Context: an optimization exercise on an open-source flow, tuned for small area, a short achievable clock period and few clock cycles per item. The choices shown serve that exercise and are no tape-out recipe.
RTL that was checked went through simulation tests only; none was proved equivalent to the original.
For run 2, only the layout was checked, not whether the RTL still works.

## flow/design.v (module list and top-level ports; edited modules follow where they fit)
// module ALU: 9 lines
// module Comparator0: 5 lines
// module Multi: 963 lines
// module FA: 6 lines
// module HA: 6 lines
// module Rounding: 16 lines
// module Controller: 10 lines
// module Multi_float: 33 lines
module Multi_float (Multiplier, Multiplicand, CLK, Start, Reset, Out, DONE, Over2, Over1, Equal);
  // ...
==> flow/run.sh <==
#!/bin/bash
# synth_recipe.tcl (not shown) runs the flow's synth.tcl, then flattens the netlist and writes it again
# the make line also repeats each setting of config.mk as NAME=value (left out here)
make -C /OpenROAD-flow-scripts/flow DESIGN_CONFIG=/design/flow/config.mk WORK_HOME=/design/flow/orfs CLKGATE_MAP_FILE= SYNTH_SCRIPT=/design/flow/synth_recipe.tcl finish
==> flow/config.mk <==
export PLATFORM = sky130hd
export DESIGN_NAME = Multi_float
export DESIGN_NICKNAME = Multi_float
export VERILOG_FILES = /design/flow/design.v
export SDC_FILE = /design/flow/constraint.sdc
export NUM_CORES = 4
export LEC_CHECK = 0
export ABC_AREA = 1
export CAP_MARGIN = 20
export CORE_MARGIN = 2
export CORE_UTILIZATION = 40
export SLEW_MARGIN = 20
==> flow/constraint.sdc <==
create_clock -name core_clock -period 4.5 [get_ports {CLK}]
set_input_delay 0.9000 -clock core_clock [delete_from_list [all_inputs] [get_ports {CLK}]]
set_output_delay 0.9000 -clock core_clock [all_outputs]
set_load 0.01 [all_outputs]
==> flow_metrics.py, run 1 <==
metrics = {
    "synth": {
        "synth_compound_area_share_pct": 13.1,
        "synth-async-reset-ratio_pct": 0,
        "synth_top_family_by_area": "adder cells",
        "synth.most_common_cell": "inv_1",
        "muxShareOfSynthArea_pct": 0,
        "synth_seq_cells": 80,
    },
    "worst_setup_path": {
        "path_cells": "clkdlybuf4s15_2 -> clkinvlp_4 -> o22ai_2 -> xor2_2 -> fa_1 -> inv_2 -> fa_2 -> inv_2 -> fa_1 -> inv_2 -> fa_2 -> inv_2 -> fa_2 -> fa_2",
        "startpoint": "Multiplicand[20]",
        "end_kind": "flip-flop",
        "worst-path-stages": 14,
        "critPathKind": "in -> reg",
        "cpPeakStageDelay_ns": 0.53,
    },
    "place": {
        "place_congestion": 0.953,
        "hpwl_mm": 60.2,
        "port_buffers": 102,
    },
    "layout": {
        "regMostFlops": "sum_r",
        "final_util_pct": 55.6,
        "fin_area_um2": 27700,
        "seq_cells": 80,
        "layout.nonclk_buf_share_pct": 17.7,
    },
    "detailed_routing": {
        "routed_wl_mm": 77.8,
    },
    "global_route": {
        "grt_max_degree": 59,
        "grt_use_met1_pct": 36.4,
    },
    "clock_tree": {
        "clockBufferDepth": 2,
        "clkSlewWorstSetupHoldPaths_ns": 0.06,
    },
    "status": {
        "status": "complete, but fails checks",
        "check-failures": "negative setup slack",
    },
    "timing": {
        "worst_slack_ns": -0.0431,
        "finalSetupViolCount": 2,
    },
    "floorplan": {
        "die_area_um2": 52100,
    },
}
==> module Multi_float, before the edit <==
module Multi_float (Multiplier, Multiplicand, CLK, Start, Reset, Out, DONE, Over2, Over1, Equal);
input [31:0] Multiplier, Multiplicand;
input CLK, Reset, Start;
output [31:0] Out;
output DONE, Over2, Over1, Equal;
localparam LO = 14;              
wire            eq_w, ov1_w, cin_w;
wire [7:0]      ex_w;
wire [47-LO:0]  sum_w, car_w;
reg             sign_r, eq_r, ov1_r, cin_r;
reg [7:0]       ex_r;
reg [47-LO:0]   sum_r, car_r;
Comparator0 C0(.In1(Multiplier), .In2(Multiplicand), .Equal(eq_w));
ALU AD(.In1(Multiplier[30:23]), .In2(Multiplicand[30:23]), .Out(ex_w), .Over(ov1_w));
Multi Mu(.Multiplier(Multiplier[22:0]), .Multiplicand(Multiplicand[22:0]),
         .Sum(sum_w), .Car(car_w), .Cin(cin_w));
Controller CT(.CLK(CLK), .Reset(Reset), .Start(Start), .DONE(DONE));
always @(posedge CLK) begin
    if (Start) begin
        sign_r <= Multiplier[31] ^ Multiplicand[31];
        eq_r   <= eq_w;
        ov1_r  <= ov1_w;
        ex_r   <= ex_w;
        sum_r  <= sum_w;
        car_r  <= car_w;
        cin_r  <= cin_w;
    end
end
Rounding #(.LO(LO)) R(.Sign(sign_r), .Special(eq_r | ov1_r), .Ex(ex_r), .S(sum_r), .C(car_r),
           .Cin(cin_r), .Out(Out), .Over2(Over2));
assign Over1 = ov1_r;
assign Equal = eq_r;
endmodule
==> run 2, diff against run 1 <==
--- a/flow/design.v
+++ b/flow/design.v
@@ -13,7 +13,7 @@
 assign Equal = (In1 == 32'd0) || (In2 == 32'd0);
 endmodule
-module Multi (Multiplier, Multiplicand, Sum, Car, Cin);
+module Multi (Multiplier, Multiplicand, Sum, Car, Ext, Cin);
 input  [22:0] Multiplier, Multiplicand;
-output [33:0] Sum, Car;
+output [39:0] Sum, Car, Ext;
 output        Cin;
 wire [22:0] a = Multiplicand;
@@ -476,503 +476,554 @@
 FA fs109 (.A(s105), .B(c94), .C(s107), .S(s109), .Co(c110));
 wire s111, c112;
-HA hs111 (.A(c96), .B(s109), .S(s111), .Co(c112));
+FA fs111 (.A(neg8), .B(pp0_16), .C(pp1_14), .S(s111), .Co(c112));
 wire s113, c114;
-FA fs113 (.A(neg8), .B(pp0_16), .C(pp1_14), .S(s113), .Co(c114));
+FA fs113 (.A(pp2_12), .B(pp3_10), .C(pp4_8), .S(s113), .Co(c114));
 wire s115, c116;
-FA fs115 (.A(pp2_12), .B(pp3_10), .C(pp4_8), .S(s115), .Co(c116));
+FA fs115 (.A(pp5_6), .B(pp6_4), .C(pp7_2), .S(s115), .Co(c116));
 wire s117, c118;
-FA fs117 (.A(pp5_6), .B(pp6_4), .C(pp7_2), .S(s117), .Co(c118));
+FA fs117 (.A(pp8_0), .B(c100), .C(c102), .S(s117), .Co(c118));
 wire s119, c120;
-FA fs119 (.A(pp8_0), .B(c100), .C(c102), .S(s119), .Co(c120));
+FA fs119 (.A(s111), .B(s113), .C(s115), .S(s119), .Co(c120));
 wire s121, c122;
-FA fs121 (.A(s113), .B(s115), .C(s117), .S(s121), .Co(c122));
+FA fs121 (.A(c104), .B(c106), .C(s117), .S(s121), .Co(c122));
 wire s123, c124;
-FA fs123 (.A(c104), .B(c106), .C(s119), .S(s123), .Co(c124));
+FA fs123 (.A(s119), .B(c108), .C(s121), .S(s123), .Co(c124));
 wire s125, c126;
-FA fs125 (.A(s121), .B(c108), .C(s123), .S(s125), .Co(c126));
+FA fs125 (.A(pp0_17), .B(pp1_15), .C(pp2_13), .S(s125), .Co(c126));
 wire s127, c128;
-HA hs127 (.A(c110), .B(s125), .S(s127), .Co(c128));
+FA fs127 (.A(pp3_11), .B(pp4_9), .C(pp5_7), .S(s127), .Co(c128));
 wire s129, c130;
-FA fs129 (.A(pp0_17), .B(pp1_15), .C(pp2_13), .S(s129), .Co(c130));
+FA fs129 (.A(pp6_5), .B(pp7_3), .C(pp8_1), .S(s129), .Co(c130));
 wire s131, c132;
-FA fs131 (.A(pp3_11), .B(pp4_9), .C(pp5_7), .S(s131), .Co(c132));
+FA fs131 (.A(c112), .B(c114), .C(c116), .S(s131), .Co(c132));
 wire s133, c134;
-FA fs133 (.A(pp6_5), .B(pp7_3), .C(pp8_1), .S(s133), .Co(c134));
+FA fs133 (.A(s125), .B(s127), .C(s129), .S(s133), .Co(c134));
 wire s135, c136;
-FA fs135 (.A(c114), .B(c116), .C(c118), .S(s135), .Co(c136));
+FA fs135 (.A(c118), .B(c120), .C(s131), .S(s135), .Co(c136));
 wire s137, c138;
-FA fs137 (.A(s129), .B(s131), .C(s133), .S(s137), .Co(c138));
+FA fs137 (.A(s133), .B(c122), .C(s135), .S(s137), .Co(c138));
 wire s139, c140;
-FA fs139 (.A(c120), .B(c122), .C(s135), .S(s139), .Co(c140));
+FA fs139 (.A(neg9), .B(pp0_18), .C(pp1_16), .S(s139), .Co(c140));
 wire s141, c142;
-FA fs141 (.A(s137), .B(c124), .C(s139), .S(s141), .Co(c142));
+FA fs141 (.A(pp2_14), .B(pp3_12), .C(pp4_10), .S(s141), .Co(c142));
 wire s143, c144;
-HA hs143 (.A(c126), .B(s141), .S(s143), .Co(c144));
+FA fs143 (.A(pp5_8), .B(pp6_6), .C(pp7_4), .S(s143), .Co(c144));
 wire s145, c146;
-FA fs145 (.A(neg9), .B(pp0_18), .C(pp1_16), .S(s145), .Co(c146));
+FA fs145 (.A(pp8_2), .B(pp9_0), .C(c126), .S(s145), .Co(c146));
 wire s147, c148;
-FA fs147 (.A(pp2_14), .B(pp3_12), .C(pp4_10), .S(s147), .Co(c148));
+FA fs147 (.A(c128), .B(c130), .C(s139), .S(s147), .Co(c148));
 wire s149, c150;
-FA fs149 (.A(pp5_8), .B(pp6_6), .C(pp7_4), .S(s149), .Co(c150));
+FA fs149 (.A(s141), .B(s143), .C(c132), .S(s149), .Co(c150));
 wire s151, c152;
-FA fs151 (.A(pp8_2), .B(pp9_0), .C(c130), .S(s151), .Co(c152));
+FA fs151 (.A(c134), .B(s145), .C(s147), .S(s151), .Co(c152));
 wire s153, c154;
-FA fs153 (.A(c132), .B(c134), .C(s145), .S(s153), .Co(c154));
+FA fs153 (.A(c136), .B(s149), .C(s151), .S(s153), .Co(c154));
 wire s155, c156;
-FA fs155 (.A(s147), .B(s149), .C(c136), .S(s155), .Co(c156));
+FA fs155 (.A(pp0_19), .B(pp1_17), .C(pp2_15), .S(s155), .Co(c156));
 wire s157, c158;
-FA fs157 (.A(c138), .B(s151), .C(s153), .S(s157), .Co(c158));
+FA fs157 (.A(pp3_13), .B(pp4_11), .C(pp5_9), .S(s157), .Co(c158));
 wire s159, c160;
-FA fs159 (.A(c140), .B(s155), .C(s157), .S(s159), .Co(c160));
+FA fs159 (.A(pp6_7), .B(pp7_5), .C(pp8_3), .S(s159), .Co(c160));
 wire s161, c162;
-HA hs161 (.A(c142), .B(s159), .S(s161), .Co(c162));
+FA fs161 (.A(pp9_1), .B(c140), .C(c142), .S(s161), .Co(c162));
 wire s163, c164;
-FA fs163 (.A(pp0_19), .B(pp1_17), .C(pp2_15), .S(s163), .Co(c164));
+FA fs163 (.A(c144), .B(s155), .C(s157), .S(s163), .Co(c164));
 wire s165, c166;
-FA fs165 (.A(pp3_13), .B(pp4_11), .C(pp5_9), .S(s165), .Co(c166));
+FA fs165 (.A(s159), .B(c146), .C(c148), .S(s165), .Co(c166));
 wire s167, c168;
-FA fs167 (.A(pp6_7), .B(pp7_5), .C(pp8_3), .S(s167), .Co(c168));
+FA fs167 (.A(s161), .B(s163), .C(c150), .S(s167), .Co(c168));
 wire s169, c170;
-FA fs169 (.A(pp9_1), .B(c146), .C(c148), .S(s169), .Co(c170));
+FA fs169 (.A(c152), .B(s165), .C(s167), .S(s169), .Co(c170));
 wire s171, c172;
-FA fs171 (.A(c150), .B(s163), .C(s165), .S(s171), .Co(c172));
+FA fs171 (.A(neg10), .B(pp0_20), .C(pp10_0), .S(s171), .Co(c172));
 wire s173, c174;
-FA fs173 (.A(s167), .B(c152), .C(c154), .S(s173), .Co(c174));
+FA fs173 (.A(pp1_18), .B(pp2_16), .C(pp3_14), .S(s173), .Co(c174));
 wire s175, c176;
-FA fs175 (.A(s169), .B(s171), .C(c156), .S(s175), .Co(c176));
+FA fs175 (.A(pp4_12), .B(pp5_10), .C(pp6_8), .S(s175), .Co(c176));
 wire s177, c178;
-FA fs177 (.A(c158), .B(s173), .C(s175), .S(s177), .Co(c178));
+FA fs177 (.A(pp7_6), .B(pp8_4), .C(pp9_2), .S(s177), .Co(c178));
 wire s179, c180;
-HA hs179 (.A(c160), .B(c162), .S(s179), .Co(c180));
+FA fs179 (.A(c156), .B(c158), .C(c160), .S(s179), .Co(c180));
 wire s181, c182;
-FA fs181 (.A(neg10), .B(pp0_20), .C(pp10_0), .S(s181), .Co(c182));
+FA fs181 (.A(s171), .B(s173), .C(s175), .S(s181), .Co(c182));
 wire s183, c184;
-FA fs183 (.A(pp1_18), .B(pp2_16), .C(pp3_14), .S(s183), .Co(c184));
+FA fs183 (.A(s177), .B(c162), .C(c164), .S(s183), .Co(c184));
 wire s185, c186;
-FA fs185 (.A(pp4_12), .B(pp5_10), .C(pp6_8), .S(s185), .Co(c186));
+FA fs185 (.A(s179), .B(s181), .C(c166), .S(s185), .Co(c186));
 wire s187, c188;
-FA fs187 (.A(pp7_6), .B(pp8_4), .C(pp9_2), .S(s187), .Co(c188));
+FA fs187 (.A(s183), .B(c168), .C(s185), .S(s187), .Co(c188));
 wire s189, c190;
-FA fs189 (.A(c164), .B(c166), .C(c168), .S(s189), .Co(c190));
+FA fs189 (.A(pp0_21), .B(pp10_1), .C(pp1_19), .S(s189), .Co(c190));
 wire s191, c192;
-FA fs191 (.A(s181), .B(s183), .C(s185), .S(s191), .Co(c192));
+FA fs191 (.A(pp2_17), .B(pp3_15), .C(pp4_13), .S(s191), .Co(c192));
 wire s193, c194;
-FA fs193 (.A(s187), .B(c170), .C(c172), .S(s193), .Co(c194));
+FA fs193 (.A(pp5_11), .B(pp6_9), .C(pp7_7), .S(s193), .Co(c194));
 wire s195, c196;
-FA fs195 (.A(s189), .B(s191), .C(c174), .S(s195), .Co(c196));
+FA fs195 (.A(pp8_5), .B(pp9_3), .C(c172), .S(s195), .Co(c196));
 wire s197, c198;
-FA fs197 (.A(s193), .B(c176), .C(s195), .S(s197), .Co(c198));
+FA fs197 (.A(c174), .B(c176), .C(c178), .S(s197), .Co(c198));
 wire s199, c200;
-HA hs199 (.A(c178), .B(s197), .S(s199), .Co(c200));
+FA fs199 (.A(s189), .B(s191), .C(s193), .S(s199), .Co(c200));
 wire s201, c202;
-FA fs201 (.A(pp0_21), .B(pp10_1), .C(pp1_19), .S(s201), .Co(c202));
+FA fs201 (.A(c180), .B(c182), .C(s195), .S(s201), .Co(c202));
 wire s203, c204;
-FA fs203 (.A(pp2_17), .B(pp3_15), .C(pp4_13), .S(s203), .Co(c204));
+FA fs203 (.A(s197), .B(s199), .C(c184), .S(s203), .Co(c204));
 wire s205, c206;
-FA fs205 (.A(pp5_11), .B(pp6_9), .C(pp7_7), .S(s205), .Co(c206));
+FA fs205 (.A(s201), .B(c186), .C(s203), .S(s205), .Co(c206));
 wire s207, c208;
-FA fs207 (.A(pp8_5), .B(pp9_3), .C(c182), .S(s207), .Co(c208));
+assign s207 = ~(pp0_22 ^ pp10_2);
+assign c208 = pp0_22 | pp10_2;
 wire s209, c210;
-FA fs209 (.A(c184), .B(c186), .C(c188), .S(s209), .Co(c210));
+FA fs209 (.A(pp11_0), .B(pp1_20), .C(pp2_18), .S(s209), .Co(c210));
 wire s211, c212;
-FA fs211 (.A(s201), .B(s203), .C(s205), .S(s211), .Co(c212));
+FA fs211 (.A(pp3_16), .B(pp4_14), .C(pp5_12), .S(s211), .Co(c212));
 wire s213, c214;
-FA fs213 (.A(c190), .B(c192), .C(s207), .S(s213), .Co(c214));
+FA fs213 (.A(pp6_10), .B(pp7_8), .C(pp8_6), .S(s213), .Co(c214));
 wire s215, c216;
-FA fs215 (.A(s209), .B(s211), .C(c194), .S(s215), .Co(c216));
+FA fs215 (.A(pp9_4), .B(c190), .C(c192), .S(s215), .Co(c216));
 wire s217, c218;
-FA fs217 (.A(s213), .B(c196), .C(s215), .S(s217), .Co(c218));
+FA fs217 (.A(c194), .B(s207), .C(s209), .S(s217), .Co(c218));
 wire s219, c220;
-HA hs219 (.A(c198), .B(s217), .S(s219), .Co(c220));
+FA fs219 (.A(s211), .B(s213), .C(c196), .S(s219), .Co(c220));
 wire s221, c222;
-assign s221 = ~(pp0_22 ^ pp10_2);
-assign c222 = pp0_22 | pp10_2;
+FA fs221 (.A(c198), .B(c200), .C(s215), .S(s221), .Co(c222));
 wire s223, c224;
-FA fs223 (.A(pp11_0), .B(pp1_20), .C(pp2_18), .S(s223), .Co(c224));
+FA fs223 (.A(s217), .B(c202), .C(s219), .S(s223), .Co(c224));
 wire s225, c226;
-FA fs225 (.A(pp3_16), .B(pp4_14), .C(pp5_12), .S(s225), .Co(c226));
+FA fs225 (.A(s221), .B(c204), .C(s223), .S(s225), .Co(c226));
 wire s227, c228;
-FA fs227 (.A(pp6_10), .B(pp7_8), .C(pp8_6), .S(s227), .Co(c228));
+FA fs227 (.A(a[0]), .B(pp0_23), .C(pp10_3), .S(s227), .Co(c228));
 wire s229, c230;
-FA fs229 (.A(pp9_4), .B(c202), .C(c204), .S(s229), .Co(c230));
+FA fs229 (.A(pp11_1), .B(pp1_21), .C(pp2_19), .S(s229), .Co(c230));
 wire s231, c232;
-FA fs231 (.A(c206), .B(s221), .C(s223), .S(s231), .Co(c232));
+FA fs231 (.A(pp3_17), .B(pp4_15), .C(pp5_13), .S(s231), .Co(c232));
 wire s233, c234;
-FA fs233 (.A(s225), .B(s227), .C(c208), .S(s233), .Co(c234));
+FA fs233 (.A(pp6_11), .B(pp7_9), .C(pp8_7), .S(s233), .Co(c234));
 wire s235, c236;
-FA fs235 (.A(c210), .B(c212), .C(s229), .S(s235), .Co(c236));
+FA fs235 (.A(pp9_5), .B(c208), .C(c210), .S(s235), .Co(c236));
 wire s237, c238;
-FA fs237 (.A(s231), .B(c214), .C(s233), .S(s237), .Co(c238));
+FA fs237 (.A(c212), .B(c214), .C(s227), .S(s237), .Co(c238));
 wire s239, c240;
-FA fs239 (.A(s235), .B(c216), .C(s237), .S(s239), .Co(c240));
+FA fs239 (.A(s229), .B(s231), .C(s233), .S(s239), .Co(c240));
 wire s241, c242;
-HA hs241 (.A(c218), .B(s239), .S(s241), .Co(c242));
+FA fs241 (.A(c216), .B(c218), .C(s235), .S(s241), .Co(c242));
 wire s243, c244;
-FA fs243 (.A(a[0]), .B(pp0_23), .C(pp10_3), .S(s243), .Co(c244));
+FA fs243 (.A(s237), .B(s239), .C(c220), .S(s243), .Co(c244));
 wire s245, c246;
-FA fs245 (.A(pp11_1), .B(pp1_21), .C(pp2_19), .S(s245), .Co(c246));
+FA fs245 (.A(c222), .B(s241), .C(c224), .S(s245), .Co(c246));
 wire s247, c248;
-FA fs247 (.A(pp3_17), .B(pp4_15), .C(pp5_13), .S(s247), .Co(c248));
+FA fs247 (.A(a[1]), .B(pp0_24), .C(pp10_4), .S(s247), .Co(c248));
 wire s249, c250;
-FA fs249 (.A(pp6_11), .B(pp7_9), .C(pp8_7), .S(s249), .Co(c250));
+FA fs249 (.A(pp11_2), .B(pp1_22), .C(pp2_20), .S(s249), .Co(c250));
 wire s251, c252;
-FA fs251 (.A(pp9_5), .B(c222), .C(c224), .S(s251), .Co(c252));
+FA fs251 (.A(pp3_18), .B(pp4_16), .C(pp5_14), .S(s251), .Co(c252));
 wire s253, c254;
-FA fs253 (.A(c226), .B(c228), .C(s243), .S(s253), .Co(c254));
+FA fs253 (.A(pp6_12), .B(pp7_10), .C(pp8_8), .S(s253), .Co(c254));
 wire s255, c256;
-FA fs255 (.A(s245), .B(s247), .C(s249), .S(s255), .Co(c256));
+FA fs255 (.A(pp9_6), .B(c228), .C(c230), .S(s255), .Co(c256));
 wire s257, c258;
-FA fs257 (.A(c230), .B(c232), .C(s251), .S(s257), .Co(c258));
+FA fs257 (.A(c232), .B(c234), .C(s247), .S(s257), .Co(c258));
 wire s259, c260;
-FA fs259 (.A(s253), .B(s255), .C(c234), .S(s259), .Co(c260));
+FA fs259 (.A(s249), .B(s251), .C(s253), .S(s259), .Co(c260));
 wire s261, c262;
-FA fs261 (.A(c236), .B(s257), .C(c238), .S(s261), .Co(c262));
+FA fs261 (.A(c236), .B(c238), .C(c240), .S(s261), .Co(c262));
 wire s263, c264;
-FA fs263 (.A(s259), .B(c240), .C(s261), .S(s263), .Co(c264));
+FA fs263 (.A(s255), .B(s257), .C(s259), .S(s263), .Co(c264));
 wire s265, c266;
-FA fs265 (.A(a[1]), .B(pp0_24), .C(pp10_4), .S(s265), .Co(c266));
+FA fs265 (.A(c242), .B(s261), .C(s263), .S(s265), .Co(c266));
 wire s267, c268;
-FA fs267 (.A(pp11_2), .B(pp1_22), .C(pp2_20), .S(s267), .Co(c268));
+assign s267 = ~(a[2] ^ ns0);
+assign c268 = a[2] | ns0;
 wire s269, c270;
-FA fs269 (.A(pp3_18), .B(pp4_16), .C(pp5_14), .S(s269), .Co(c270));
+FA fs269 (.A(pp10_5), .B(pp11_3), .C(pp1_23), .S(s269), .Co(c270));
 wire s271, c272;
-FA fs271 (.A(pp6_12), .B(pp7_10), .C(pp8_8), .S(s271), .Co(c272));
+FA fs271 (.A(pp2_21), .B(pp3_19), .C(pp4_17), .S(s271), .Co(c272));
 wire s273, c274;
-FA fs273 (.A(pp9_6), .B(c244), .C(c246), .S(s273), .Co(c274));
+FA fs273 (.A(pp5_15), .B(pp6_13), .C(pp7_11), .S(s273), .Co(c274));
 wire s275, c276;
-FA fs275 (.A(c248), .B(c250), .C(s265), .S(s275), .Co(c276));
+FA fs275 (.A(pp8_9), .B(pp9_7), .C(s267), .S(s275), .Co(c276));
 wire s277, c278;
-FA fs277 (.A(s267), .B(s269), .C(s271), .S(s277), .Co(c278));
+FA fs277 (.A(c248), .B(c250), .C(c252), .S(s277), .Co(c278));
 wire s279, c280;
-FA fs279 (.A(c252), .B(c254), .C(c256), .S(s279), .Co(c280));
+FA fs279 (.A(c254), .B(s269), .C(s271), .S(s279), .Co(c280));
 wire s281, c282;
-FA fs281 (.A(s273), .B(s275), .C(s277), .S(s281), .Co(c282));
+FA fs281 (.A(s273), .B(s275), .C(c256), .S(s281), .Co(c282));
 wire s283, c284;
-FA fs283 (.A(c258), .B(s279), .C(s281), .S(s283), .Co(c284));
+FA fs283 (.A(c258), .B(c260), .C(s277), .S(s283), .Co(c284));
 wire s285, c286;
-FA fs285 (.A(c260), .B(s283), .C(c262), .S(s285), .Co(c286));
+FA fs285 (.A(s279), .B(c262), .C(s281), .S(s285), .Co(c286));
 wire s287, c288;
-assign s287 = ~(a[2] ^ ns0);
-assign c288 = a[2] | ns0;
+FA fs287 (.A(c264), .B(s283), .C(s285), .S(s287), .Co(c288));
 wire s289, c290;
-FA fs289 (.A(pp10_5), .B(pp11_3), .C(pp1_23), .S(s289), .Co(c290));
+assign s289 = ~(a[3] ^ pp10_6);
+assign c290 = a[3] | pp10_6;
 wire s291, c292;
-FA fs291 (.A(pp2_21), .B(pp3_19), .C(pp4_17), .S(s291), .Co(c292));
+FA fs291 (.A(pp11_4), .B(pp1_24), .C(pp2_22), .S(s291), .Co(c292));
 wire s293, c294;
-FA fs293 (.A(pp5_15), .B(pp6_13), .C(pp7_11), .S(s293), .Co(c294));
+FA fs293 (.A(pp3_20), .B(pp4_18), .C(pp5_16), .S(s293), .Co(c294));
 wire s295, c296;
-FA fs295 (.A(pp8_9), .B(pp9_7), .C(s287), .S(s295), .Co(c296));
+FA fs295 (.A(pp6_14), .B(pp7_12), .C(pp8_10), .S(s295), .Co(c296));
 wire s297, c298;
-FA fs297 (.A(c266), .B(c268), .C(c270), .S(s297), .Co(c298));
+FA fs297 (.A(pp9_8), .B(c268), .C(c270), .S(s297), .Co(c298));
 wire s299, c300;
-FA fs299 (.A(c272), .B(s289), .C(s291), .S(s299), .Co(c300));
+FA fs299 (.A(c272), .B(c274), .C(s289), .S(s299), .Co(c300));
 wire s301, c302;
-FA fs301 (.A(s293), .B(s295), .C(c274), .S(s301), .Co(c302));
+FA fs301 (.A(s291), .B(s293), .C(s295), .S(s301), .Co(c302));
 wire s303, c304;
-FA fs303 (.A(c276), .B(c278), .C(s297), .S(s303), .Co(c304));
+FA fs303 (.A(c276), .B(c278), .C(c280), .S(s303), .Co(c304));
 wire s305, c306;
-FA fs305 (.A(s299), .B(c280), .C(s301), .S(s305), .Co(c306));
+FA fs305 (.A(s297), .B(s299), .C(s301), .S(s305), .Co(c306));
 wire s307, c308;
-FA fs307 (.A(c282), .B(s303), .C(s305), .S(s307), .Co(c308));
+FA fs307 (.A(c282), .B(c284), .C(s303), .S(s307), .Co(c308));
 wire s309, c310;
-HA hs309 (.A(c284), .B(s307), .S(s309), .Co(c310));
+FA fs309 (.A(s305), .B(c286), .C(s307), .S(s309), .Co(c310));
 wire s311, c312;
-assign s311 = ~(a[3] ^ pp10_6);
-assign c312 = a[3] | pp10_6;
+FA fs311 (.A(a[4]), .B(ns1), .C(pp10_7), .S(s311), .Co(c312));
 wire s313, c314;
-FA fs313 (.A(pp11_4), .B(pp1_24), .C(pp2_22), .S(s313), .Co(c314));
+FA fs313 (.A(pp11_5), .B(pp2_23), .C(pp3_21), .S(s313), .Co(c314));
 wire s315, c316;
-FA fs315 (.A(pp3_20), .B(pp4_18), .C(pp5_16), .S(s315), .Co(c316));
+FA fs315 (.A(pp4_19), .B(pp5_17), .C(pp6_15), .S(s315), .Co(c316));
 wire s317, c318;
-FA fs317 (.A(pp6_14), .B(pp7_12), .C(pp8_10), .S(s317), .Co(c318));
+FA fs317 (.A(pp7_13), .B(pp8_11), .C(pp9_9), .S(s317), .Co(c318));
 wire s319, c320;
-FA fs319 (.A(pp9_8), .B(c288), .C(c290), .S(s319), .Co(c320));
+FA fs319 (.A(c290), .B(c292), .C(c294), .S(s319), .Co(c320));
 wire s321, c322;
-FA fs321 (.A(c292), .B(c294), .C(s311), .S(s321), .Co(c322));
+FA fs321 (.A(c296), .B(s311), .C(s313), .S(s321), .Co(c322));
 wire s323, c324;
-FA fs323 (.A(s313), .B(s315), .C(s317), .S(s323), .Co(c324));
+FA fs323 (.A(s315), .B(s317), .C(c298), .S(s323), .Co(c324));
 wire s325, c326;
-FA fs325 (.A(c296), .B(c298), .C(c300), .S(s325), .Co(c326));
+FA fs325 (.A(c300), .B(c302), .C(s319), .S(s325), .Co(c326));
 wire s327, c328;
-FA fs327 (.A(s319), .B(s321), .C(s323), .S(s327), .Co(c328));
+FA fs327 (.A(s321), .B(c304), .C(s323), .S(s327), .Co(c328));
 wire s329, c330;
-FA fs329 (.A(c302), .B(c304), .C(s325), .S(s329), .Co(c330));
+FA fs329 (.A(c306), .B(s325), .C(s327), .S(s329), .Co(c330));
 wire s331, c332;
-FA fs331 (.A(s327), .B(c306), .C(s329), .S(s331), .Co(c332));
+assign s331 = ~(a[5] ^ pp10_8);
+assign c332 = a[5] | pp10_8;
 wire s333, c334;
-HA hs333 (.A(c308), .B(s331), .S(s333), .Co(c334));
+FA fs333 (.A(pp11_6), .B(pp2_24), .C(pp3_22), .S(s333), .Co(c334));
 wire s335, c336;
-FA fs335 (.A(a[4]), .B(ns1), .C(pp10_7), .S(s335), .Co(c336));
+FA fs335 (.A(pp4_20), .B(pp5_18), .C(pp6_16), .S(s335), .Co(c336));
 wire s337, c338;
-FA fs337 (.A(pp11_5), .B(pp2_23), .C(pp3_21), .S(s337), .Co(c338));
+FA fs337 (.A(pp7_14), .B(pp8_12), .C(pp9_10), .S(s337), .Co(c338));
 wire s339, c340;
-FA fs339 (.A(pp4_19), .B(pp5_17), .C(pp6_15), .S(s339), .Co(c340));
+FA fs339 (.A(c312), .B(c314), .C(c316), .S(s339), .Co(c340));
 wire s341, c342;
-FA fs341 (.A(pp7_13), .B(pp8_11), .C(pp9_9), .S(s341), .Co(c342));
+FA fs341 (.A(c318), .B(s331), .C(s333), .S(s341), .Co(c342));
 wire s343, c344;
-FA fs343 (.A(c312), .B(c314), .C(c316), .S(s343), .Co(c344));
+FA fs343 (.A(s335), .B(s337), .C(c320), .S(s343), .Co(c344));
 wire s345, c346;
-FA fs345 (.A(c318), .B(s335), .C(s337), .S(s345), .Co(c346));
+FA fs345 (.A(c322), .B(s339), .C(s341), .S(s345), .Co(c346));
 wire s347, c348;
-FA fs347 (.A(s339), .B(s341), .C(c320), .S(s347), .Co(c348));
+FA fs347 (.A(c324), .B(c326), .C(s343), .S(s347), .Co(c348));
 wire s349, c350;
-FA fs349 (.A(c322), .B(c324), .C(s343), .S(s349), .Co(c350));
+FA fs349 (.A(s345), .B(c328), .C(s347), .S(s349), .Co(c350));
 wire s351, c352;
-FA fs351 (.A(s345), .B(c326), .C(s347), .S(s351), .Co(c352));
+FA fs351 (.A(a[6]), .B(ns2), .C(pp10_9), .S(s351), .Co(c352));
 wire s353, c354;
-FA fs353 (.A(c328), .B(s349), .C(c330), .S(s353), .Co(c354));
+FA fs353 (.A(pp11_7), .B(pp3_23), .C(pp4_21), .S(s353), .Co(c354));
 wire s355, c356;
-FA fs355 (.A(s351), .B(c332), .C(s353), .S(s355), .Co(c356));
+FA fs355 (.A(pp5_19), .B(pp6_17), .C(pp7_15), .S(s355), .Co(c356));
 wire s357, c358;
-assign s357 = ~(a[5] ^ pp10_8);
-assign c358 = a[5] | pp10_8;
+FA fs357 (.A(pp8_13), .B(pp9_11), .C(c332), .S(s357), .Co(c358));
 wire s359, c360;
-FA fs359 (.A(pp11_6), .B(pp2_24), .C(pp3_22), .S(s359), .Co(c360));
+FA fs359 (.A(c334), .B(c336), .C(c338), .S(s359), .Co(c360));
 wire s361, c362;
-FA fs361 (.A(pp4_20), .B(pp5_18), .C(pp6_16), .S(s361), .Co(c362));
+FA fs361 (.A(s351), .B(s353), .C(s355), .S(s361), .Co(c362));
 wire s363, c364;
-FA fs363 (.A(pp7_14), .B(pp8_12), .C(pp9_10), .S(s363), .Co(c364));
+FA fs363 (.A(c340), .B(c342), .C(s357), .S(s363), .Co(c364));
 wire s365, c366;
-FA fs365 (.A(c336), .B(c338), .C(c340), .S(s365), .Co(c366));
+FA fs365 (.A(s359), .B(s361), .C(c344), .S(s365), .Co(c366));
 wire s367, c368;
-FA fs367 (.A(c342), .B(s357), .C(s359), .S(s367), .Co(c368));
+FA fs367 (.A(c346), .B(s363), .C(c348), .S(s367), .Co(c368));
 wire s369, c370;
-FA fs369 (.A(s361), .B(s363), .C(c344), .S(s369), .Co(c370));
+assign s369 = ~(a[7] ^ pp10_10);
+assign c370 = a[7] | pp10_10;
 wire s371, c372;
-FA fs371 (.A(c346), .B(s365), .C(s367), .S(s371), .Co(c372));
+FA fs371 (.A(pp11_8), .B(pp3_24), .C(pp4_22), .S(s371), .Co(c372));
 wire s373, c374;
-FA fs373 (.A(c348), .B(c350), .C(s369), .S(s373), .Co(c374));
+FA fs373 (.A(pp5_20), .B(pp6_18), .C(pp7_16), .S(s373), .Co(c374));
 wire s375, c376;
-FA fs375 (.A(s371), .B(c352), .C(s373), .S(s375), .Co(c376));
+FA fs375 (.A(pp8_14), .B(pp9_12), .C(c352), .S(s375), .Co(c376));
 wire s377, c378;
-HA hs377 (.A(c354), .B(s375), .S(s377), .Co(c378));
+FA fs377 (.A(c354), .B(c356), .C(s369), .S(s377), .Co(c378));
 wire s379, c380;
-FA fs379 (.A(a[6]), .B(ns2), .C(pp10_9), .S(s379), .Co(c380));
+FA fs379 (.A(s371), .B(s373), .C(c358), .S(s379), .Co(c380));
 wire s381, c382;
-FA fs381 (.A(pp11_7), .B(pp3_23), .C(pp4_21), .S(s381), .Co(c382));
+FA fs381 (.A(c360), .B(c362), .C(s375), .S(s381), .Co(c382));
 wire s383, c384;
-FA fs383 (.A(pp5_19), .B(pp6_17), .C(pp7_15), .S(s383), .Co(c384));
+FA fs383 (.A(s377), .B(c364), .C(s379), .S(s383), .Co(c384));
 wire s385, c386;
-FA fs385 (.A(pp8_13), .B(pp9_11), .C(c358), .S(s385), .Co(c386));
+FA fs385 (.A(s381), .B(c366), .C(s383), .S(s385), .Co(c386));
 wire s387, c388;
-FA fs387 (.A(c360), .B(c362), .C(c364), .S(s387), .Co(c388));
+FA fs387 (.A(a[8]), .B(ns3), .C(pp10_11), .S(s387), .Co(c388));
 wire s389, c390;
-FA fs389 (.A(s379), .B(s381), .C(s383), .S(s389), .Co(c390));
+FA fs389 (.A(pp11_9), .B(pp4_23), .C(pp5_21), .S(s389), .Co(c390));
 wire s391, c392;
-FA fs391 (.A(c366), .B(c368), .C(s385), .S(s391), .Co(c392));
+FA fs391 (.A(pp6_19), .B(pp7_17), .C(pp8_15), .S(s391), .Co(c392));
 wire s393, c394;
-FA fs393 (.A(s387), .B(s389), .C(c370), .S(s393), .Co(c394));
+FA fs393 (.A(pp9_13), .B(c370), .C(c372), .S(s393), .Co(c394));
 wire s395, c396;
-FA fs395 (.A(c372), .B(s391), .C(c374), .S(s395), .Co(c396));
+FA fs395 (.A(c374), .B(s387), .C(s389), .S(s395), .Co(c396));
 wire s397, c398;
-FA fs397 (.A(s393), .B(c376), .C(s395), .S(s397), .Co(c398));
+FA fs397 (.A(s391), .B(c376), .C(c378), .S(s397), .Co(c398));
 wire s399, c400;
-assign s399 = ~(a[7] ^ pp10_10);
-assign c400 = a[7] | pp10_10;
+FA fs399 (.A(s393), .B(s395), .C(c380), .S(s399), .Co(c400));
 wire s401, c402;
-FA fs401 (.A(pp11_8), .B(pp3_24), .C(pp4_22), .S(s401), .Co(c402));
+FA fs401 (.A(c382), .B(s397), .C(c384), .S(s401), .Co(c402));
 wire s403, c404;
-FA fs403 (.A(pp5_20), .B(pp6_18), .C(pp7_16), .S(s403), .Co(c404));
+assign s403 = ~(a[9] ^ pp10_12);
+assign c404 = a[9] | pp10_12;
 wire s405, c406;
-FA fs405 (.A(pp8_14), .B(pp9_12), .C(c380), .S(s405), .Co(c406));
+FA fs405 (.A(pp11_10), .B(pp4_24), .C(pp5_22), .S(s405), .Co(c406));
 wire s407, c408;
-FA fs407 (.A(c382), .B(c384), .C(s399), .S(s407), .Co(c408));
+FA fs407 (.A(pp6_20), .B(pp7_18), .C(pp8_16), .S(s407), .Co(c408));
 wire s409, c410;
-FA fs409 (.A(s401), .B(s403), .C(c386), .S(s409), .Co(c410));
+FA fs409 (.A(pp9_14), .B(c388), .C(c390), .S(s409), .Co(c410));
 wire s411, c412;
-FA fs411 (.A(c388), .B(c390), .C(s405), .S(s411), .Co(c412));
+FA fs411 (.A(c392), .B(s403), .C(s405), .S(s411), .Co(c412));
 wire s413, c414;
-FA fs413 (.A(s407), .B(c392), .C(s409), .S(s413), .Co(c414));
+FA fs413 (.A(s407), .B(c394), .C(c396), .S(s413), .Co(c414));
 wire s415, c416;
-FA fs415 (.A(s411), .B(c394), .C(s413), .S(s415), .Co(c416));
+FA fs415 (.A(s409), .B(s411), .C(c398), .S(s415), .Co(c416));
 wire s417, c418;
-HA hs417 (.A(c396), .B(s415), .S(s417), .Co(c418));
+FA fs417 (.A(s413), .B(c400), .C(s415), .S(s417), .Co(c418));
 wire s419, c420;
-FA fs419 (.A(a[8]), .B(ns3), .C(pp10_11), .S(s419), .Co(c420));
+FA fs419 (.A(a[10]), .B(ns4), .C(pp10_13), .S(s419), .Co(c420));
 wire s421, c422;
-FA fs421 (.A(pp11_9), .B(pp4_23), .C(pp5_21), .S(s421), .Co(c422));
+FA fs421 (.A(pp11_11), .B(pp5_23), .C(pp6_21), .S(s421), .Co(c422));
 wire s423, c424;
-FA fs423 (.A(pp6_19), .B(pp7_17), .C(pp8_15), .S(s423), .Co(c424));
+FA fs423 (.A(pp7_19), .B(pp8_17), .C(pp9_15), .S(s423), .Co(c424));
 wire s425, c426;
-FA fs425 (.A(pp9_13), .B(c400), .C(c402), .S(s425), .Co(c426));
+FA fs425 (.A(c404), .B(c406), .C(c408), .S(s425), .Co(c426));
 wire s427, c428;
-FA fs427 (.A(c404), .B(s419), .C(s421), .S(s427), .Co(c428));
+FA fs427 (.A(s419), .B(s421), .C(s423), .S(s427), .Co(c428));
 wire s429, c430;
-FA fs429 (.A(s423), .B(c406), .C(c408), .S(s429), .Co(c430));
+FA fs429 (.A(c410), .B(c412), .C(s425), .S(s429), .Co(c430));
 wire s431, c432;
-FA fs431 (.A(s425), .B(s427), .C(c410), .S(s431), .Co(c432));
+FA fs431 (.A(s427), .B(c414), .C(s429), .S(s431), .Co(c432));
 wire s433, c434;
-FA fs433 (.A(c412), .B(s429), .C(c414), .S(s433), .Co(c434));
+assign s433 = ~(a[11] ^ pp10_14);
+assign c434 = a[11] | pp10_14;
 wire s435, c436;
-FA fs435 (.A(s431), .B(c416), .C(s433), .S(s435), .Co(c436));
+FA fs435 (.A(pp11_12), .B(pp5_24), .C(pp6_22), .S(s435), .Co(c436));
 wire s437, c438;
-assign s437 = ~(a[9] ^ pp10_12);
-assign c438 = a[9] | pp10_12;
+FA fs437 (.A(pp7_20), .B(pp8_18), .C(pp9_16), .S(s437), .Co(c438));
 wire s439, c440;
-FA fs439 (.A(pp11_10), .B(pp4_24), .C(pp5_22), .S(s439), .Co(c440));
+FA fs439 (.A(c420), .B(c422), .C(c424), .S(s439), .Co(c440));
 wire s441, c442;
-FA fs441 (.A(pp6_20), .B(pp7_18), .C(pp8_16), .S(s441), .Co(c442));
+FA fs441 (.A(s433), .B(s435), .C(s437), .S(s441), .Co(c442));
 wire s443, c444;
-FA fs443 (.A(pp9_14), .B(c420), .C(c422), .S(s443), .Co(c444));
+FA fs443 (.A(c426), .B(c428), .C(s439), .S(s443), .Co(c444));
 wire s445, c446;
-FA fs445 (.A(c424), .B(s437), .C(s439), .S(s445), .Co(c446));
+FA fs445 (.A(s441), .B(c430), .C(s443), .S(s445), .Co(c446));
 wire s447, c448;
-FA fs447 (.A(s441), .B(c426), .C(c428), .S(s447), .Co(c448));
+FA fs447 (.A(a[12]), .B(ns5), .C(pp10_15), .S(s447), .Co(c448));
 wire s449, c450;
-FA fs449 (.A(s443), .B(s445), .C(c430), .S(s449), .Co(c450));
+FA fs449 (.A(pp11_13), .B(pp6_23), .C(pp7_21), .S(s449), .Co(c450));
 wire s451, c452;
-FA fs451 (.A(s447), .B(c432), .C(s449), .S(s451), .Co(c452));
+FA fs451 (.A(pp8_19), .B(pp9_17), .C(c434), .S(s451), .Co(c452));
 wire s453, c454;
-HA hs453 (.A(c434), .B(s451), .S(s453), .Co(c454));
+FA fs453 (.A(c436), .B(c438), .C(s447), .S(s453), .Co(c454));
 wire s455, c456;
-FA fs455 (.A(a[10]), .B(ns4), .C(pp10_13), .S(s455), .Co(c456));
+FA fs455 (.A(s449), .B(c440), .C(c442), .S(s455), .Co(c456));
 wire s457, c458;
-FA fs457 (.A(pp11_11), .B(pp5_23), .C(pp6_21), .S(s457), .Co(c458));
+FA fs457 (.A(s451), .B(s453), .C(c444), .S(s457), .Co(c458));
 wire s459, c460;
-FA fs459 (.A(pp7_19), .B(pp8_17), .C(pp9_15), .S(s459), .Co(c460));
+HA hs459 (.A(s455), .B(s457), .S(s459), .Co(c460));
 wire s461, c462;
-FA fs461 (.A(c438), .B(c440), .C(c442), .S(s461), .Co(c462));
+assign s461 = ~(a[13] ^ pp10_16);
+assign c462 = a[13] | pp10_16;
 wire s463, c464;
-FA fs463 (.A(s455), .B(s457), .C(s459), .S(s463), .Co(c464));
+FA fs463 (.A(pp11_14), .B(pp6_24), .C(pp7_22), .S(s463), .Co(c464));
 wire s465, c466;
-FA fs465 (.A(c444), .B(c446), .C(s461), .S(s465), .Co(c466));
+FA fs465 (.A(pp8_20), .B(pp9_18), .C(c448), .S(s465), .Co(c466));
 wire s467, c468;
-FA fs467 (.A(s463), .B(c448), .C(s465), .S(s467), .Co(c468));
+FA fs467 (.A(c450), .B(s461), .C(s463), .S(s467), .Co(c468));
 wire s469, c470;
-FA fs469 (.A(c450), .B(s467), .C(c452), .S(s469), .Co(c470));
+FA fs469 (.A(c452), .B(c454), .C(s465), .S(s469), .Co(c470));
 wire s471, c472;
-assign s471 = ~(a[11] ^ pp10_14);
-assign c472 = a[11] | pp10_14;
+FA fs471 (.A(s467), .B(c456), .C(s469), .S(s471), .Co(c472));
 wire s473, c474;
-FA fs473 (.A(pp11_12), .B(pp5_24), .C(pp6_22), .S(s473), .Co(c474));
+FA fs473 (.A(a[14]), .B(ns6), .C(pp10_17), .S(s473), .Co(c474));
 wire s475, c476;
-FA fs475 (.A(pp7_20), .B(pp8_18), .C(pp9_16), .S(s475), .Co(c476));
+FA fs475 (.A(pp11_15), .B(pp7_23), .C(pp8_21), .S(s475), .Co(c476));
 wire s477, c478;
-FA fs477 (.A(c456), .B(c458), .C(c460), .S(s477), .Co(c478));
+FA fs477 (.A(pp9_19), .B(c462), .C(c464), .S(s477), .Co(c478));
 wire s479, c480;
-FA fs479 (.A(s471), .B(s473), .C(s475), .S(s479), .Co(c480));
+FA fs479 (.A(s473), .B(s475), .C(c466), .S(s479), .Co(c480));
 wire s481, c482;
-FA fs481 (.A(c462), .B(c464), .C(s477), .S(s481), .Co(c482));
+FA fs481 (.A(c468), .B(s477), .C(c470), .S(s481), .Co(c482));
 wire s483, c484;
-FA fs483 (.A(s479), .B(c466), .C(s481), .S(s483), .Co(c484));
+HA hs483 (.A(s479), .B(s481), .S(s483), .Co(c484));
 wire s485, c486;
-HA hs485 (.A(c468), .B(s483), .S(s485), .Co(c486));
+assign s485 = ~(a[15] ^ pp10_18);
+assign c486 = a[15] | pp10_18;
 wire s487, c488;
-FA fs487 (.A(a[12]), .B(ns5), .C(pp10_15), .S(s487), .Co(c488));
+FA fs487 (.A(pp11_16), .B(pp7_24), .C(pp8_22), .S(s487), .Co(c488));
 wire s489, c490;
-FA fs489 (.A(pp11_13), .B(pp6_23), .C(pp7_21), .S(s489), .Co(c490));
+FA fs489 (.A(pp9_20), .B(c474), .C(c476), .S(s489), .Co(c490));
 wire s491, c492;
-FA fs491 (.A(pp8_19), .B(pp9_17), .C(c472), .S(s491), .Co(c492));
+FA fs491 (.A(s485), .B(s487), .C(c478), .S(s491), .Co(c492));
 wire s493, c494;
-FA fs493 (.A(c474), .B(c476), .C(s487), .S(s493), .Co(c494));
+FA fs493 (.A(s489), .B(c480), .C(s491), .S(s493), .Co(c494));
 wire s495, c496;
-FA fs495 (.A(s489), .B(c478), .C(c480), .S(s495), .Co(c496));
+FA fs495 (.A(a[16]), .B(ns7), .C(pp10_19), .S(s495), .Co(c496));
 wire s497, c498;
-FA fs497 (.A(s491), .B(s493), .C(c482), .S(s497), .Co(c498));
+FA fs497 (.A(pp11_17), .B(pp8_23), .C(pp9_21), .S(s497), .Co(c498));
 wire s499, c500;
-FA fs499 (.A(s495), .B(c484), .C(s497), .S(s499), .Co(c500));
+FA fs499 (.A(c486), .B(c488), .C(s495), .S(s499), .Co(c500));
 wire s501, c502;
-assign s501 = ~(a[13] ^ pp10_16);
-assign c502 = a[13] | pp10_16;
+FA fs501 (.A(s497), .B(c490), .C(s499), .S(s501), .Co(c502));
 wire s503, c504;
-FA fs503 (.A(pp11_14), .B(pp6_24), .C(pp7_22), .S(s503), .Co(c504));
+HA hs503 (.A(c492), .B(s501), .S(s503), .Co(c504));
 wire s505, c506;
-FA fs505 (.A(pp8_20), .B(pp9_18), .C(c488), .S(s505), .Co(c506));
+assign s505 = ~(a[17] ^ pp10_20);
+assign c506 = a[17] | pp10_20;
 wire s507, c508;
-FA fs507 (.A(c490), .B(s501), .C(s503), .S(s507), .Co(c508));
+FA fs507 (.A(pp11_18), .B(pp8_24), .C(pp9_22), .S(s507), .Co(c508));
 wire s509, c510;
-FA fs509 (.A(c492), .B(c494), .C(s505), .S(s509), .Co(c510));
+FA fs509 (.A(c496), .B(c498), .C(s505), .S(s509), .Co(c510));
 wire s511, c512;
-FA fs511 (.A(s507), .B(c496), .C(s509), .S(s511), .Co(c512));
+FA fs511 (.A(s507), .B(c500), .C(s509), .S(s511), .Co(c512));
 wire s513, c514;
-HA hs513 (.A(c498), .B(s511), .S(s513), .Co(c514));
+HA hs513 (.A(c502), .B(s511), .S(s513), .Co(c514));
 wire s515, c516;
-FA fs515 (.A(a[14]), .B(ns6), .C(pp10_17), .S(s515), .Co(c516));
+FA fs515 (.A(a[18]), .B(ns8), .C(pp10_21), .S(s515), .Co(c516));
 wire s517, c518;
-FA fs517 (.A(pp11_15), .B(pp7_23), .C(pp8_21), .S(s517), .Co(c518));
+FA fs517 (.A(pp11_19), .B(pp9_23), .C(c506), .S(s517), .Co(c518));
 wire s519, c520;
-FA fs519 (.A(pp9_19), .B(c502), .C(c504), .S(s519), .Co(c520));
+FA fs519 (.A(c508), .B(s515), .C(c510), .S(s519), .Co(c520));
 wire s521, c522;
-FA fs521 (.A(s515), .B(s517), .C(c506), .S(s521), .Co(c522));
+FA fs521 (.A(s517), .B(c512), .C(s519), .S(s521), .Co(c522));
 wire s523, c524;
-FA fs523 (.A(c508), .B(s519), .C(c510), .S(s523), .Co(c524));
+assign s523 = ~(a[19] ^ pp10_22);
+assign c524 = a[19] | pp10_22;
 wire s525, c526;
-FA fs525 (.A(s521), .B(c512), .C(s523), .S(s525), .Co(c526));
+FA fs525 (.A(pp11_20), .B(pp9_24), .C(c516), .S(s525), .Co(c526));
 wire s527, c528;
-assign s527 = ~(a[15] ^ pp10_18);
-assign c528 = a[15] | pp10_18;
+FA fs527 (.A(s523), .B(c518), .C(s525), .S(s527), .Co(c528));
 wire s529, c530;
-FA fs529 (.A(pp11_16), .B(pp7_24), .C(pp8_22), .S(s529), .Co(c530));
+HA hs529 (.A(c520), .B(s527), .S(s529), .Co(c530));
 wire s531, c532;
-FA fs531 (.A(pp9_20), .B(c516), .C(c518), .S(s531), .Co(c532));
+FA fs531 (.A(a[20]), .B(ns9), .C(pp10_23), .S(s531), .Co(c532));
 wire s533, c534;
-FA fs533 (.A(s527), .B(s529), .C(c520), .S(s533), .Co(c534));
+FA fs533 (.A(pp11_21), .B(c524), .C(s531), .S(s533), .Co(c534));
 wire s535, c536;
-FA fs535 (.A(s531), .B(c522), .C(s533), .S(s535), .Co(c536));
+FA fs535 (.A(c526), .B(s533), .C(c528), .S(s535), .Co(c536));
 wire s537, c538;
-HA hs537 (.A(c524), .B(s535), .S(s537), .Co(c538));
+assign s537 = ~(a[21] ^ pp10_24);
+assign c538 = a[21] | pp10_24;
 wire s539, c540;
-FA fs539 (.A(a[16]), .B(ns7), .C(pp10_19), .S(s539), .Co(c540));
+FA fs539 (.A(pp11_22), .B(c532), .C(s537), .S(s539), .Co(c540));
 wire s541, c542;
-FA fs541 (.A(pp11_17), .B(pp8_23), .C(pp9_21), .S(s541), .Co(c542));
+HA hs541 (.A(c534), .B(s539), .S(s541), .Co(c542));
 wire s543, c544;
-FA fs543 (.A(c528), .B(c530), .C(s539), .S(s543), .Co(c544));
+FA fs543 (.A(a[22]), .B(ns10), .C(pp11_23), .S(s543), .Co(c544));
 wire s545, c546;
-FA fs545 (.A(s541), .B(c532), .C(s543), .S(s545), .Co(c546));
+FA fs545 (.A(c538), .B(s543), .C(c540), .S(s545), .Co(c546));
 wire s547, c548;
-FA fs547 (.A(c534), .B(s545), .C(c536), .S(s547), .Co(c548));
-wire s549, c550;
-assign s549 = ~(a[17] ^ pp10_20);
-assign c550 = a[17] | pp10_20;
-wire s551, c552;
-FA fs551 (.A(pp11_18), .B(pp8_24), .C(pp9_22), .S(s551), .Co(c552));
-wire s553, c554;
-FA fs553 (.A(c540), .B(c542), .C(s549), .S(s553), .Co(c554));
-wire s555, c556;
-FA fs555 (.A(s551), .B(c544), .C(s553), .S(s555), .Co(c556));
-wire s557, c558;
-HA hs557 (.A(c546), .B(s555), .S(s557), .Co(c558));
-wire s559, c560;
-FA fs559 (.A(a[18]), .B(ns8), .C(pp10_21), .S(s559), .Co(c560));
-wire s561, c562;
-FA fs561 (.A(pp11_19), .B(pp9_23), .C(c550), .S(s561), .Co(c562));
-wire s563, c564;
-FA fs563 (.A(c552), .B(s559), .C(c554), .S(s563), .Co(c564));
-wire s565, c566;
-FA fs565 (.A(s561), .B(c556), .C(s563), .S(s565), .Co(c566));
-wire s567, c568;
-assign s567 = ~(a[19] ^ pp10_22);
-assign c568 = a[19] | pp10_22;
-wire s569, c570;
-FA fs569 (.A(pp11_20), .B(pp9_24), .C(c560), .S(s569), .Co(c570));
-wire s571, c572;
-FA fs571 (.A(s567), .B(c562), .C(s569), .S(s571), .Co(c572));
-wire s573, c574;
-HA hs573 (.A(c564), .B(s571), .S(s573), .Co(c574));
-wire s575, c576;
-FA fs575 (.A(a[20]), .B(ns9), .C(pp10_23), .S(s575), .Co(c576));
-wire s577, c578;
-FA fs577 (.A(pp11_21), .B(c568), .C(s575), .S(s577), .Co(c578));
-wire s579, c580;
-FA fs579 (.A(c570), .B(s577), .C(c572), .S(s579), .Co(c580));
-wire s581, c582;
-assign s581 = ~(a[21] ^ pp10_24);
-assign c582 = a[21] | pp10_24;
-wire s583, c584;
-FA fs583 (.A(pp11_22), .B(c576), .C(s581), .S(s583), .Co(c584));
-wire s585, c586;
-HA hs585 (.A(c578), .B(s583), .S(s585), .Co(c586));
-wire s587, c588;
-FA fs587 (.A(a[22]), .B(ns10), .C(pp11_23), .S(s587), .Co(c588));
-wire s589, c590;
-FA fs589 (.A(c582), .B(s587), .C(c584), .S(s589), .Co(c590));
-wire s591, c592;
-HA hs591 (.A(pp11_24), .B(c588), .S(s591), .Co(c592));
-wire [47:0] r0 = {c592, c590, c586, c580, c574, c566, c558, c548, c538, c526, c514, c500, c486, c470, c454, c436, c418, c398, c378, c356, c334, c310, c286, c264, c242, c220, c200, c180, s177, c144, c128, c112, c98, c84, s81, c60, c50, s47, s37, c24, s21, s15, s9, s5, c2, pp1_0, pp0_1, pp0_0};
-wire [47:0] r1 = {1'b0, s591, s589, s585, s579, s573, s565, s557, s547, s537, s525, s513, s499, s485, s469, s453, s435, s417, s397, s377, s355, s333, s309, s285, s263, s241, s219, s199, s179, s161, s143, s127, s111, s97, s83, s71, s59, s49, s39, s31, s23, s17, s11, s7, s3, s1, 1'b0, neg0};
-wire [14:0] lo = {1'b0, r0[13:0]} + {1'b0, r1[13:0]};
-assign Sum = r0[47:14];
-assign Car = r1[47:14];
-assign Cin = lo[14];
+HA hs547 (.A(pp11_24), .B(c544), .S(s547), .Co(c548));
+wire [47:0] r0 = {c548, c546, c542, c536, c530, c522, c514, c504, c494, c482, c472, c458, c446, c432, c416, c402, s399, c368, s365, c330, c308, c288, c266, c244, s243, c206, c188, c170, c154, c138, c124, c110, c96, c84, s81, c60, c50, s47, s37, c24, s21, s15, s9, s5, c2, pp1_0, pp0_1, pp0_0};
+wire [47:0] r1 = {1'b0, s547, s545, s541, s535, s529, s521, s513, s503, s493, s483, s471, s459, s445, s431, s417, c386, s385, c350, s349, s329, s309, s287, s265, c226, s225, s205, s187, s169, s153, s137, s123, s109, s97, s83, s71, s59, s49, s39, s31, s23, s17, s11, s7, s3, s1, 1'b0, neg0};
+wire [47:0] r2 = {1'b0, 1'b0, 1'b0, 1'b0, 1'b0, 1'b0, 1'b0, 1'b0, 1'b0, c484, 1'b0, c460, 1'b0, 1'b0, c418, 1'b0, s401, 1'b0, s367, 1'b0, c310, 1'b0, 1'b0, c246, s245, 1'b0, 1'b0, 1'b0, 1'b0, 1'b0, 1'b0, 1'b0, c98, 1'b0, 1'b0, 1'b0, 1'b0, 1'b0, 1'b0, 1'b0, 1'b0, 1'b0, 1'b0, 1'b0, 1'b0, 1'b0, 1'b0, 1'b0};
+wire [8:0] lo = {1'b0, r0[7:0]} + {1'b0, r1[7:0]};
+assign Sum = r0[47:8];
+assign Car = r1[47:8];
+assign Ext = r2[47:8];
+assign Cin = lo[8];
+endmodule
+module Merge (Sum, Car, Ext, S, C);
+input  [39:0] Sum, Car, Ext;
+output [39:0] S, C;
+wire [40:0] co;
+assign co[0] = 1'b0;
+assign S[0] = Sum[0];
+assign C[0] = Car[0];
+assign co[1] = 1'b0;
+assign S[1] = Sum[1];
+assign C[1] = Car[1];
+assign co[2] = 1'b0;
+assign S[2] = Sum[2];
+assign C[2] = Car[2];
+assign co[3] = 1'b0;
+assign S[3] = Sum[3];
+assign C[3] = Car[3];
+assign co[4] = 1'b0;
+assign S[4] = Sum[4];
+assign C[4] = Car[4];
+assign co[5] = 1'b0;
+assign S[5] = Sum[5];
+assign C[5] = Car[5];
+assign co[6] = 1'b0;
+assign S[6] = Sum[6];
+assign C[6] = Car[6];
+assign co[7] = 1'b0;
+FA m7 (.A(Sum[7]), .B(Car[7]), .C(Ext[7]), .S(S[7]), .Co(co[8]));
+assign C[7] = co[7];
+HA m8 (.A(Sum[8]), .B(Car[8]), .S(S[8]), .Co(co[9]));
+assign C[8] = co[8];
+HA m9 (.A(Sum[9]), .B(Car[9]), .S(S[9]), .Co(co[10]));
+assign C[9] = co[9];
+HA m10 (.A(Sum[10]), .B(Car[10]), .S(S[10]), .Co(co[11]));
+assign C[10] = co[10];
+HA m11 (.A(Sum[11]), .B(Car[11]), .S(S[11]), .Co(co[12]));
+assign C[11] = co[11];
+HA m12 (.A(Sum[12]), .B(Car[12]), .S(S[12]), .Co(co[13]));
+assign C[12] = co[12];
+HA m13 (.A(Sum[13]), .B(Car[13]), .S(S[13]), .Co(co[14]));
+assign C[13] = co[13];
+HA m14 (.A(Sum[14]), .B(Car[14]), .S(S[14]), .Co(co[15]));
+assign C[14] = co[14];
+FA m15 (.A(Sum[15]), .B(Car[15]), .C(Ext[15]), .S(S[15]), .Co(co[16]));
+assign C[15] = co[15];
+FA m16 (.A(Sum[16]), .B(Car[16]), .C(Ext[16]), .S(S[16]), .Co(co[17]));
+assign C[16] = co[16];
+HA m17 (.A(Sum[17]), .B(Car[17]), .S(S[17]), .Co(co[18]));
+assign C[17] = co[17];
+HA m18 (.A(Sum[18]), .B(Car[18]), .S(S[18]), .Co(co[19]));
+assign C[18] = co[18];
+FA m19 (.A(Sum[19]), .B(Car[19]), .C(Ext[19]), .S(S[19]), .Co(co[20]));
+assign C[19] = co[19];
+HA m20 (.A(Sum[20]), .B(Car[20]), .S(S[20]), .Co(co[21]));
+assign C[20] = co[20];
+FA m21 (.A(Sum[21]), .B(Car[21]), .C(Ext[21]), .S(S[21]), .Co(co[22]));
+assign C[21] = co[21];
+HA m22 (.A(Sum[22]), .B(Car[22]), .S(S[22]), .Co(co[23]));
+assign C[22] = co[22];
+FA m23 (.A(Sum[23]), .B(Car[23]), .C(Ext[23]), .S(S[23]), .Co(co[24]));
+assign C[23] = co[23];
+HA m24 (.A(Sum[24]), .B(Car[24]), .S(S[24]), .Co(co[25]));
+assign C[24] = co[24];
+FA m25 (.A(Sum[25]), .B(Car[25]), .C(Ext[25]), .S(S[25]), .Co(co[26]));
+assign C[25] = co[25];
+HA m26 (.A(Sum[26]), .B(Car[26]), .S(S[26]), .Co(co[27]));
+assign C[26] = co[26];
+HA m27 (.A(Sum[27]), .B(Car[27]), .S(S[27]), .Co(co[28]));
+assign C[27] = co[27];
+FA m28 (.A(Sum[28]), .B(Car[28]), .C(Ext[28]), .S(S[28]), .Co(co[29]));
+assign C[28] = co[28];
+HA m29 (.A(Sum[29]), .B(Car[29]), .S(S[29]), .Co(co[30]));
+assign C[29] = co[29];
+FA m30 (.A(Sum[30]), .B(Car[30]), .C(Ext[30]), .S(S[30]), .Co(co[31]));
+assign C[30] = co[30];
+HA m31 (.A(Sum[31]), .B(Car[31]), .S(S[31]), .Co(co[32]));
+assign C[31] = co[31];
+HA m32 (.A(Sum[32]), .B(Car[32]), .S(S[32]), .Co(co[33]));
+assign C[32] = co[32];
+HA m33 (.A(Sum[33]), .B(Car[33]), .S(S[33]), .Co(co[34]));
+assign C[33] = co[33];
+HA m34 (.A(Sum[34]), .B(Car[34]), .S(S[34]), .Co(co[35]));
+assign C[34] = co[34];
+HA m35 (.A(Sum[35]), .B(Car[35]), .S(S[35]), .Co(co[36]));
+assign C[35] = co[35];
+HA m36 (.A(Sum[36]), .B(Car[36]), .S(S[36]), .Co(co[37]));
+assign C[36] = co[36];
+HA m37 (.A(Sum[37]), .B(Car[37]), .S(S[37]), .Co(co[38]));
+assign C[37] = co[37];
+HA m38 (.A(Sum[38]), .B(Car[38]), .S(S[38]), .Co(co[39]));
+assign C[38] = co[38];
+assign S[39] = Sum[39] ^ Car[39];
+assign C[39] = co[39];
 endmodule
 module FA (A, B, C, S, Co);
@@ -1019,15 +1070,15 @@
 output [31:0] Out;
 output DONE, Over2, Over1, Equal;
-localparam LO = 14;              
+localparam LO = 8;              
 wire            eq_w, ov1_w, cin_w;
 wire [7:0]      ex_w;
-wire [47-LO:0]  sum_w, car_w;
+wire [47-LO:0]  sum_w, car_w, ext_w, s2_w, c2_w;
 reg             sign_r, eq_r, ov1_r, cin_r;
 reg [7:0]       ex_r;
-reg [47-LO:0]   sum_r, car_r;
+reg [47-LO:0]   sum_r, car_r, ext_r;
 Comparator0 C0(.In1(Multiplier), .In2(Multiplicand), .Equal(eq_w));
 ALU AD(.In1(Multiplier[30:23]), .In2(Multiplicand[30:23]), .Out(ex_w), .Over(ov1_w));
 Multi Mu(.Multiplier(Multiplier[22:0]), .Multiplicand(Multiplicand[22:0]),
-         .Sum(sum_w), .Car(car_w), .Cin(cin_w));
+         .Sum(sum_w), .Car(car_w), .Ext(ext_w), .Cin(cin_w));
 Controller CT(.CLK(CLK), .Reset(Reset), .Start(Start), .DONE(DONE));
 always @(posedge CLK) begin
@@ -1039,8 +1090,10 @@
         sum_r  <= sum_w;
         car_r  <= car_w;
+        ext_r  <= ext_w;
         cin_r  <= cin_w;
     end
 end
-Rounding #(.LO(LO)) R(.Sign(sign_r), .Special(eq_r | ov1_r), .Ex(ex_r), .S(sum_r), .C(car_r),
+Merge MG(.Sum(sum_r), .Car(car_r), .Ext(ext_r), .S(s2_w), .C(c2_w));
+Rounding #(.LO(LO)) R(.Sign(sign_r), .Special(eq_r | ov1_r), .Ex(ex_r), .S(s2_w), .C(c2_w),
            .Cin(cin_r), .Out(Out), .Over2(Over2));
 assign Over1 = ov1_r;
==> flow_metrics.py, run 2 <==
metrics = {
    "timing": {
        "fin_crit_sh_pct": 103,
        "worst_slew_pin_slew_ns": 0.735,
        "finalSetupViolCount": 12,
        "fin_crit_ns": 4.62,
        "fin_hold_ws_ns": 0.478,
        "hold_viol_final": 0,
        "relSlewSlack_pct": 50.5,
        "rsz0062_at_grt": "yes",
        "worst_slack_ns": -0.117,
    },
    "worst_setup_path": {
        "r2r-start": "CT.DONE",
        "cp_max_fo": 3,
        "startpoint_type": "flip-flop",
        "critPathKind": "reg -> out",
        "end_kind": "output port",
        "rr_endpoint": "CT.DONE",
        "rr_worst_depth": 2,
        "cp.arrival_ns": 3.72,
        "worstPathRequired_ns": 3.60,
    },
    "detailed_routing": {
        "vias": 20600,
        "final_antenna_net_count": 0,
        "drc_errors": 0,
        "firstDrtPassIters": 5,
        "routed_wl_mm": 84.4,
        "avgViaCountPerCell": 5.37,
    },
    "synth": {
        "synth.most_common_cell": "inv_1",
        "syn_nets": 3171,
        "syn_inst": 2665,
        "synth_seq_cells": 101,
        "synth-edff-count": 100,
        "synth-async-reset-ratio_pct": 0,
        "ys_warn_count": 2,
        "yosysUniqueCellTypes": 48,
        "synth.top_cell.area_share_pct": 26.3,
        "synth_area_leaders": "fa_1 (26%), edfxtp_1 (14%), xor2_1 (11%)",
    },
    "place": {
        "port_buffers": 102,
        "place_congestion": 1.05,
        "dpl.cell_count": 3774,
        "hpwl_mm": 70.4,
    },
    "clock_tree": {
        "clkSinkCount": 101,
        "clockBufferDepth": 2,
        "cts-htree-levels": 3,
        "numCtsBuffers": 9,
        "clkSlewWorstSetupHoldPaths_ns": 0.07,
    },
    "layout": {
        "final_common_cell": "buf_4",
        "area_growth_pct": 31.7,
        "n_antenna_cell": 0,
        "regMostFlops": "sum_r",
        "largest_reg_flops": 40,
        "fillers": 5145,
        "drive_gt1_share_pct": 28.1,
    },
    "global_route": {
        "grt_antenna_before_repair": 0,
        "track_usage_pct": 29.7,
        "grt_overflow": 0,
        "grt_max_degree": 43,
        "grt_pass1_vias": 21100,
        "use_met3_pct": 3.80,
        "grt_use_met1_pct": 38.9,
    },
    "hold_path": {
        "holdPathEnd": "CT.DONE",
        "hp-start": "CT.DONE",
    },
    "status": {
        "status": "complete, but fails checks",
        "check-failures": "negative setup slack",
    },
    "floorplan": {
        "die_area_um2": 55800,
        "row_count": 85,
        "core_area_um2": 53600,
        "initial_core_util_pct": 40.2,
        "dieWidth_um": 236,
        "ioPinCount": 103,
    },
    "flow_run": {
        "cap_violations": 0,
    },
}
==> run 2: cell types whose count changed after synthesis, moves of 14 or more <==
| cell | change |
|---|---|
| a21oi_1 | +28 |
| edfxtp_1 | +21 |
| ha_1 | +14 |
| nand3b_1 | -16 |
| nor2_1 | +56 |
| o21ai_0 | +14 |
==> run 2: area by class of cell <==
class | count | area (um^2) | share of cell area (%)
Multi-Input combinational cell | 1937 | 17400 | 61.2
Inverter | 497 | 1880 | 6.62
Timing Repair Buffer | 593 | 4920 | 17.3
Timing Repair inverter | 1 | 7.51 | 0.0264
Tap cell | 696 | 871 | 3.07
Sequential cell | 101 | 3020 | 10.6
Clock buffer | 11 | 243 | 0.854
Clock inverter | 5 | 82.6 | 0.291
==> run 2: routing by layer <==
layer / wire, um / vias up / part of all wire, %
met2: 39000 / 894 / 46
met5: 0 / - / 0
met3: 5740 / 204 / 6.8
met1: 35300 / 9990 / 42
met4: 4390 / 0 / 5.2
li1: - / 9549 / -
==> run 2: repair_timing <==
item                       4_1_cts  5_1_grt
gates cloned                     1        2
resized for setup              259      271
setup buffers                   21       30
pin swaps                       48       95
setup endpoints to repair       62       67
==> run 2: worst max path at each step <==
stage | start | to | slack [ns] | cells past startpoint
global placement | Multiplier[7] | car_r[18] | -0.64 | 16
floorplan | Multiplier[19] | car_r[18] | -0.01 | 15
CTS | MG.Ext[23] | Out[30] | -0.09 | 19
global route | sum_r[23] | Out[30] | -0.24 | 19
finish | sum_r[23] | Out[30] | -0.12 | 19
detailed placement | Multiplier[7] | car_r[18] | -0.68 | 16
==> run 2: worst max-delay path: stages, from the launching register on <==
cell and delay [ns]:
edfxtp_1 0.39, fa_1 0.60, ha_2 0.20, inv_2 0.04
fa_2 0.39, o21ai_4 0.18, nand2_2 0.09, a21oi_4 0.18
nor2_4 0.09, nand3_2 0.08, nand2_2 0.07, nand2_4 0.09
ha_4 0.16, nand3_4 0.09, nor2_4 0.10, and3_4 0.21
nand2_4 0.05, xor2_2 0.14, nor2_2 0.07, buf_2 0.13
==> run 2: logic make-up after synthesis <==
kind of cell	synth area share, %
flops	14.0
simple gates	14.4
xor+xnor	11.7
compound gates	13.4
fa+ha+maj	35.3
buf+inv	11.2
==> run 2: stage by stage <==
stage / TNS, ns / instance area, um^2 / util [%] / worst slack, ns
after floorplan: -0.0131 / 21600 / - / -0.0131
after global placement: -26.18 / 26400 / 49.2 / -0.643
after detailed placement: -29.39 / 26400 / 49.2 / -0.676
after CTS: -0.116 / 27400 / 51.1 / -0.0874
after global routing: -2.99 / 28400 / 53.0 / -0.239
final: -0.574 / 28400 / 53.0 / -0.117

-- port drivers added, routing unchanged --
The flow's constraints put no driver on any port. The routed layouts listed below were extracted and timed again, unchanged, in two steps. Step 1, drivers: a clkbuf_16 drives CLK and a buf_2 each remaining input, both assumed. Step 2 also shifts input and output timing later by t, the mid clock arrival at the registers, as if the neighbouring blocks saw the same clock. Three values: ideal, step 1, step 2; two values: the first two.
run | t (ns) | setup slack, ns | worst setup path after step 2 | clock arrival spread, ns
run 1 | 0.404 | -0.043 / -0.024 / -0.428 | input to register | 0.018 / 0.018
run 2 | 0.408 | -0.117 / -0.172 / -0.361 | input to register | 0.010 / 0.009
For run 1, which loses most, drivers alone change the setup slack by +0.019 ns; drivers and shift together by -0.385 ns.
